Context: an optimization exercise on an open-source flow, tuned for small area and a short achievable clock period. The choices shown serve that exercise and are no tape-out recipe.
Function was checked by simulation only, so behaviour that the tests miss may differ from the original.

==> flow/design.v <==
`timescale 1ns / 1ps
module OV7670_MemController (
    input  logic        clk,
    input  logic        reset,
    input  logic        href,
    input  logic        vsync,
    input  logic [ 7:0] ov7670_data,
    output logic        we,
    output logic [16:0] wAddr,
    output logic [15:0] wData,
    output logic        camera_dp_en,
    output logic        v_finish_camera,
    output logic [ 9:0] x_pixel_camera,
    output logic [ 9:0] y_pixel_camera
);
    logic [15:0] pixel_data;
    logic [ 9:0] h_counter;   
    logic [ 9:0] v_counter;   
    assign wAddr = v_counter * 320 + h_counter[9:1];
    assign wData = pixel_data;
    assign x_pixel_camera = h_counter / 2;
    assign y_pixel_camera = v_counter;
    assign camera_dp_en = ((x_pixel_camera < 320) && (y_pixel_camera < 240));
    always_ff @(posedge clk, posedge reset) begin
        if (reset) begin
            h_counter  <= 0;
            pixel_data <= 0;
            we         <= 1'b0;
        end else begin
            if (href) begin
                h_counter <= h_counter + 1;
                if (h_counter[0] == 0) begin
                    pixel_data[15:8] <= ov7670_data;
                    we               <= 1'b0;
                end else begin
                    pixel_data[7:0] <= ov7670_data;
                    we              <= 1'b1;
                end
            end else begin
                h_counter <= 0;
                we        <= 1'b0;
            end
        end
    end
    always_ff @(posedge clk, posedge reset) begin
        if (reset) begin
            v_counter <= 0;
        end else begin
            if (vsync) begin
                v_counter <= 0;
            end else begin
                if (h_counter == (320 * 2 - 1)) begin
                    v_counter <= v_counter + 1;
                end
            end
        end
    end
    logic v_sync_flag;
    always_ff @(posedge clk or posedge reset) begin
        if (reset) begin
            v_sync_flag <= 0;
            v_finish_camera <= 0;
        end else if (vsync) begin
            if (!v_sync_flag) begin
                v_sync_flag <= 1;
                v_finish_camera <= 1;
            end else begin
                v_finish_camera <= 0;
            end
        end else begin
            v_sync_flag <= 0;
            v_finish_camera <= 0;
        end
    end
endmodule
module negedge_detect (
    input  logic clk,
    input  logic reset,
    input  logic x,
    output logic o_tick
);
    logic tmp_reg;
    always_ff @(posedge clk or posedge reset) begin
        if (reset) begin
            tmp_reg <= 0;
        end else begin
            tmp_reg <= x;
        end
    end
    assign o_tick = (~x) & tmp_reg;
endmodule
`timescale 1ns / 1ps
module rgb_to_hsv (
    input  logic [4:0] r_data,
    input  logic [5:0] g_data,
    input  logic [4:0] b_data,
    output logic [1:0] r_g_decision,     
    output logic [7:0] s_data,
    output logic [7:0] v_data
);
    localparam GREEN_R_MAX_THRESHOLD = 120;
    localparam GREEN_G_MIN_THRESHOLD = 180;
    localparam GREEN_B_MAX_THRESHOLD = 120;
    localparam RED_R_MIN_THRESHOLD = 190;
    localparam RED_G_MAX_THRESHOLD = 100;
    localparam RED_B_MAX_THRESHOLD = 100;
    logic [7:0] r_8b;
    logic [7:0] g_8b;
    logic [7:0] b_8b;
    logic [7:0] max_val;
    logic [7:0] min_val;
    assign r_8b = {r_data, r_data[4:2]};
    assign g_8b = {g_data, g_data[5:4]};
    assign b_8b = {b_data, b_data[4:2]};
    always_comb begin
        if ((g_8b >= GREEN_G_MIN_THRESHOLD) && (r_8b <= GREEN_R_MAX_THRESHOLD) && (b_8b <= GREEN_B_MAX_THRESHOLD)) begin
            r_g_decision = 1;
        end
        else if ((r_8b >= RED_R_MIN_THRESHOLD) && (g_8b <= RED_G_MAX_THRESHOLD) && (b_8b <= RED_B_MAX_THRESHOLD)) begin
            r_g_decision = 0;
        end else begin
            r_g_decision = 2;
        end
    end
    find_max_val U_MAX_VAL (
        .x1 (r_8b),
        .x2 (g_8b),
        .x3 (b_8b),
        .max(max_val)
    );
    find_min_val U_MIN_VAL (
        .x1 (r_8b),
        .x2 (g_8b),
        .x3 (b_8b),
        .min(min_val)
    );
    assign v_data = max_val;
    always_comb begin
        if (!max_val) begin
            s_data = 0;
        end else begin
            s_data = ((max_val - min_val) * 255) / max_val;
        end
    end
endmodule
module find_max_val (
    input  logic [7:0] x1,
    input  logic [7:0] x2,
    input  logic [7:0] x3,
    output logic [7:0] max
);
    logic [7:0] temp_max;
    assign temp_max = (x1 > x2) ? x1 : x2;
    assign max = (temp_max > x3) ? temp_max : x3;
endmodule
module find_min_val (
    input  logic [7:0] x1,
    input  logic [7:0] x2,
    input  logic [7:0] x3,
    output logic [7:0] min
);
    logic [7:0] temp_min;
    assign temp_min = (x1 < x2) ? x1 : x2;
    assign min = (temp_min < x3) ? temp_min : x3;
endmodule
`timescale 1ns / 1ps
module Label_Gen (
    input  logic [7:0] s_data,
    input  logic [7:0] v_data,
    input  logic [1:0] r_g_decision,
    output logic [2:0] label_data
);
    localparam ROAD = 0;
    localparam WALK_ROAD = 1;
    localparam BACKGROUND = 2;
    localparam CAR = 3;
    localparam HUMAN = 4;
    localparam ROAD_V_THRESHOLD = 38;
    localparam ROAD_S_THRESHOLD = 77;
    localparam WALK_V_THRESHOLD = 179;
    localparam WALK_S_THRESHOLD = 51;
    always_comb begin
        if (r_g_decision == 0) begin
            label_data = CAR;
        end 
        else if (r_g_decision == 1) begin
            label_data = HUMAN;
        end 
        else if ((v_data >= WALK_V_THRESHOLD) && (s_data <= WALK_S_THRESHOLD)) begin
            label_data = WALK_ROAD;
        end
        else if((v_data <= ROAD_V_THRESHOLD) && (s_data <= ROAD_S_THRESHOLD)) begin
            label_data = ROAD;
        end 
        else begin
            label_data = BACKGROUND;
        end
    end
endmodule
`timescale 1ns / 1ps
module cam_pixel_labeler (
    input  logic        clk,
    input  logic        reset,
    input  logic        href,
    input  logic        vsync,
    input  logic [ 7:0] ov7670_data,
    output logic        we,
    output logic [16:0] wAddr,
    output logic [ 2:0] label_data,
    output logic        camera_dp_en,
    output logic        v_finish_camera,
    output logic [ 9:0] x_pixel_camera,
    output logic [ 9:0] y_pixel_camera
);
    logic [15:0] ov7670_wData;
    logic [ 1:0] r_g_decision;
    logic [ 7:0] s_data;
    logic [ 7:0] v_data;
    OV7670_MemController U_OV7670_MemController (
        .clk            (clk),
        .reset          (reset),
        .href           (href),
        .vsync          (vsync),
        .ov7670_data    (ov7670_data),
        .we             (we),
        .wAddr          (wAddr),
        .wData          (ov7670_wData),
        .camera_dp_en   (camera_dp_en),
        .v_finish_camera(v_finish_camera),
        .x_pixel_camera (x_pixel_camera),
        .y_pixel_camera (y_pixel_camera)
    );
    rgb_to_hsv U_rgb_to_hsv (
        .r_data      (ov7670_wData[15:11]),
        .g_data      (ov7670_wData[10:5]),
        .b_data      (ov7670_wData[4:0]),
        .s_data      (s_data),
        .v_data      (v_data),
        .r_g_decision(r_g_decision)
    );
    Label_Gen U_Label_Gen (
        .r_g_decision(r_g_decision),
        .s_data      (s_data),
        .v_data      (v_data),
        .label_data  (label_data)
    );
endmodule
==> flow/run.sh <==
#!/bin/bash
# synth_recipe.tcl (not shown) runs the flow's synth.tcl, then flattens the netlist and writes it again
# the make line also repeats each setting of config.mk as NAME=value (left out here)
make -C /OpenROAD-flow-scripts/flow DESIGN_CONFIG=/design/flow/config.mk WORK_HOME=/design/flow/orfs CLKGATE_MAP_FILE= SYNTH_SCRIPT=/design/flow/synth_recipe.tcl finish
==> flow/config.mk <==
export PLATFORM = sky130hd
export DESIGN_NAME = cam_pixel_labeler
export DESIGN_NICKNAME = cam_pixel_labeler
export VERILOG_FILES = /design/flow/design.v
export SDC_FILE = /design/flow/constraint.sdc
export NUM_CORES = 4
export LEC_CHECK = 0
export CAP_MARGIN = 20
export CORE_MARGIN = 2
export CORE_UTILIZATION = 40
export SLEW_MARGIN = 20
==> flow/constraint.sdc <==
create_clock -name core_clock -period 150.0 [get_ports {clk}]
set_input_delay 30.0000 -clock core_clock [delete_from_list [all_inputs] [get_ports {clk}]]
set_output_delay 30.0000 -clock core_clock [all_outputs]
set_load 0.01 [all_outputs]
==> notes.md <==
[path summary, 6_finish.rpt]
check,slack [ns],depth (start not counted),end
setup / recovery,20.92,435,label_data[1]
hold / removal,0.39,1,U_OV7670_MemController.v_finish_camera
setup reg to reg,147.81,7,U_OV7670_MemController.v_counter[7]
hold reg to reg,0.39,1,U_OV7670_MemController.v_finish_camera
max in group asynchronous,119.52,3,U_OV7670_MemController.pixel_data[2]
min in group asynchronous,30.14,3,U_OV7670_MemController.v_counter[1]
[routing by layer]
layer  vias up  share of wire (%)
li1      12000                  -
met5         -                  0
met1     11100                 48
met2       497                 47
met3        98                3.2
met4         0                2.0
[cells by family (layout without fill, tap and decap cells)]
| logic type | after synthesis | in the layout | synth area share [%] |
|---|---|---|---|
| and+or+nand+nor | 1226 | 1226 | 27.9 |
| AOI/OAI and AO/OA | 1014 | 1014 | 31.3 |
| adders and majority gates | 337 | 337 | 18.5 |
| buffers and inverters | 252 | 238 | 5.31 |
| xor gates and xnor gates | 208 | 208 | 7.88 |
| muxes | 108 | 108 | 4.99 |
| DFF | 39 | 39 | 4.07 |
| other | 1 | 1 | 0.0156 |
[final cells by class]
| type | instances | area [um2] | area share (%) |
|---|---|---|---|
| flip-flops and latches | 39 | 976 | 3.88 |
| clock inverters | 3 | 20.0 | 0.0797 |
| repair buffers | 74 | 688 | 2.74 |
| clock buffers | 5 | 125 | 0.498 |
| well taps | 773 | 967 | 3.85 |
| inverters | 156 | 593 | 2.36 |
| multi-input cells | 2894 | 21800 | 86.6 |
[flip-flops by register name, indices dropped and copies added (netlist names)]
signal / flops
U_OV7670_MemController.pixel_data: 16
U_OV7670_MemController.h_counter: 10
U_OV7670_MemController.v_counter: 10
U_OV7670_MemController.v_finish_camera: 1
U_OV7670_MemController.v_sync_flag: 1
U_OV7670_MemController.we: 1
[through the flow]
stage / util (%)
2_1_floorplan: -
3_3_place_gp: 42.2
3_5_place_dp: 42.2
4_1_cts: 42.5
5_1_grt: 42.5
6_report: 42.5
[cell usage in the layout, fill, tap and decap left out, drive strengths merged, types with 50 or more instances in the layout]
cell | Yosys | final
a21o | 63 | 63
nor3 | 200 | 200
nor2 | 257 | 257
inv | 154 | 154
and2 | 50 | 50
a31oi | 52 | 52
o21ai | 150 | 150
mux2 | 55 | 55
a21oi | 212 | 212
xnor2 | 133 | 133
o21a | 161 | 161
nand2 | 285 | 285
ha | 301 | 301
mux2i | 53 | 53
xor2 | 75 | 75
nand3 | 95 | 95
o31ai | 85 | 85
clkdlybuf4s50 | 0 | 53
==> results.sh <==
export IMPL_worstSkewPairLatency_ns=0.28
export IMPL_ys_warnings_count=3
export IMPL_min_from="U_OV7670_MemController.v_sync_flag"
export IMPL_pin_count=55
export IMPL_wire_per_inst_um=17.2
export IMPL_synth_edf_count=0
export IMPL_worst_slew_pin_slew_ns=0.990
export IMPL_fin_skew_ns=0.00373
export IMPL_floorplan_initialDensity_pct=40.6
export IMPL_fin_tns_setup_ns=0
export IMPL_ys_flop_type="dfrtp_1"
export IMPL_avgViaCountPerCell=5.99
export IMPL_totalWireLength_mm=67.8
export IMPL_cts_buffers=5
export IMPL_synth_nets=3529
export IMPL_overflow=0
export IMPL_placed_cell_area_um2=25000
export IMPL_clkSinkCount=39
export IMPL_yosys_cell_count_top_type="ha_1"
export IMPL_ys_async_sr_fraction_pct=100
export IMPL_cp_arrival_ns=99.08
export IMPL_cts_root_buf="clkbuf_16"
export IMPL_ys_seq_area_share_pct=4.07
export IMPL_maxSlewHeadroom_pct=33.6
export IMPL_final_area_um2=25100
export IMPL_dp_cells=3936
export IMPL_vias=23600
export IMPL_rsz0062_at_grt="false"
export IMPL_crit_top_cell="o21a_1"
export IMPL_grt_pass1_vias=22200
export IMPL_yosysTopAreaCellShare_pct=15.7
export IMPL_dieArea_um2=61900
export IMPL_nNetsFinal=3514
export IMPL_global_route_usage_met1_pct=28.2
export IMPL_cpPeakStageDelay_ns=0.74
export IMPL_post_cts_buffers=0
export IMPL_drt_pass1_iterations=5
export IMPL_path_buf_inv=32
export IMPL_syn_area_um2=24000
export IMPL_n_fill_cell=6155
export IMPL_whs_ns=0.394
export IMPL_finalSetupViolations=0
export IMPL_endpoint_kind="output pin"
export IMPL_use_met2_pct=36.7
export IMPL_ys_ff_latch=39
export IMPL_cp_required_ns=120.00
export IMPL_post_cts_resized=0
export IMPL_hold_path_class="reg2reg"
export IMPL_dpl_worst_slack_ns=22.23
export IMPL_maxCapViolCount=0
export IMPL_grt_usage_pct=20.9
export IMPL_syn_avg_cell_area_um2=7.53
export IMPL_period_share_pct=86.1
export IMPL_detail_route_iter0_violations=1401
export IMPL_slowest_stage="and3_1"
export IMPL_status="complete, no violations"
export IMPL_die_w_um=249
export IMPL_cp_startpoint="U_OV7670_MemController.pixel_data[10]"
export IMPL_cts_reportedPaths_clkPinSlew_ns=0.06
export IMPL_crit_family="compound AO/OA/AOI/OAI gates"
export IMPL_antenna_found_initial=0
export IMPL_final_hold_viol_count=0
export IMPL_worst_slack_ns=20.92
export IMPL_synth_commonest_cells="ha_1 (301), nand2_1 (277), nor2_1 (248), a21oi_1 (207), nor3_1 (183)"
export IMPL_drive_gt1_share_pct=12.8
export IMPL_synth_top_cells_by_area="ha_1 (16%), o21a_1 (4.8%), xnor2_1 (4.7%), nand2_1 (4.3%), a21oi_1 (4.3%)"
export IMPL_fin_crit_ns=129.08
export IMPL_postCtsHoldBufs=0
export IMPL_grt_first_pass_wirelength_mm=112
export IMPL_synth_top_area_cell="ha_1"
export IMPL_row_count=89
export IMPL_fmax_mhz=7.75
export IMPL_ant_nets=0
export IMPL_port_buffers=53
export IMPL_cts_tree="done"
export IMPL_coreArea_um2=59100
export IMPL_clock_path_buffers=2
export IMPL_r2r_start="U_OV7670_MemController.h_counter[1]"
export IMPL_final_cells=3944
export IMPL_area_growth_pct=4.74
export IMPL_antenna_cells=0
export IMPL_synth_cells=3185
export IMPL_finalMaxSlewViolations=0
export IMPL_start_kind="flop"
export IMPL_met3_usage_pct=1.04
export IMPL_grt_max_degree=40
export IMPL_synth_distinct_cells=174
export IMPL_dieHeight_um=249
export IMPL_htree_levels=2
export IMPL_drc=0
export IMPL_path_class="reg2out"
export IMPL_crit_fanout=33
export IMPL_grt_busiest_layer="met2"
export IMPL_dp_hpwl_mm=55.3
export IMPL_place_congestion=0.899

==> re-timing with driven ports <==
How much do the figures lean on ideal ports? The routed layout below was timed once more, with nothing changed but the port constraints. Step 1, drivers: a clkbuf_16 drives clk and a buf_2 each remaining input, both assumed. Step 2 also shifts input and output timing later by t, the mid clock arrival at the registers, as if the neighbouring blocks saw the same clock. Three values: ideal ports, drivers, drivers and shift; two values: the first two.
shift t [ns]: 0.307
setup WS [ns]: 20.923 / 20.897 / 21.204
slew at the worst register clock pin (ns): 0.06 / 0.06
After both steps setup and hold are still met in this run. The setup slack of this run moves by -0.026 ns with the drivers and by +0.281 ns with both steps.
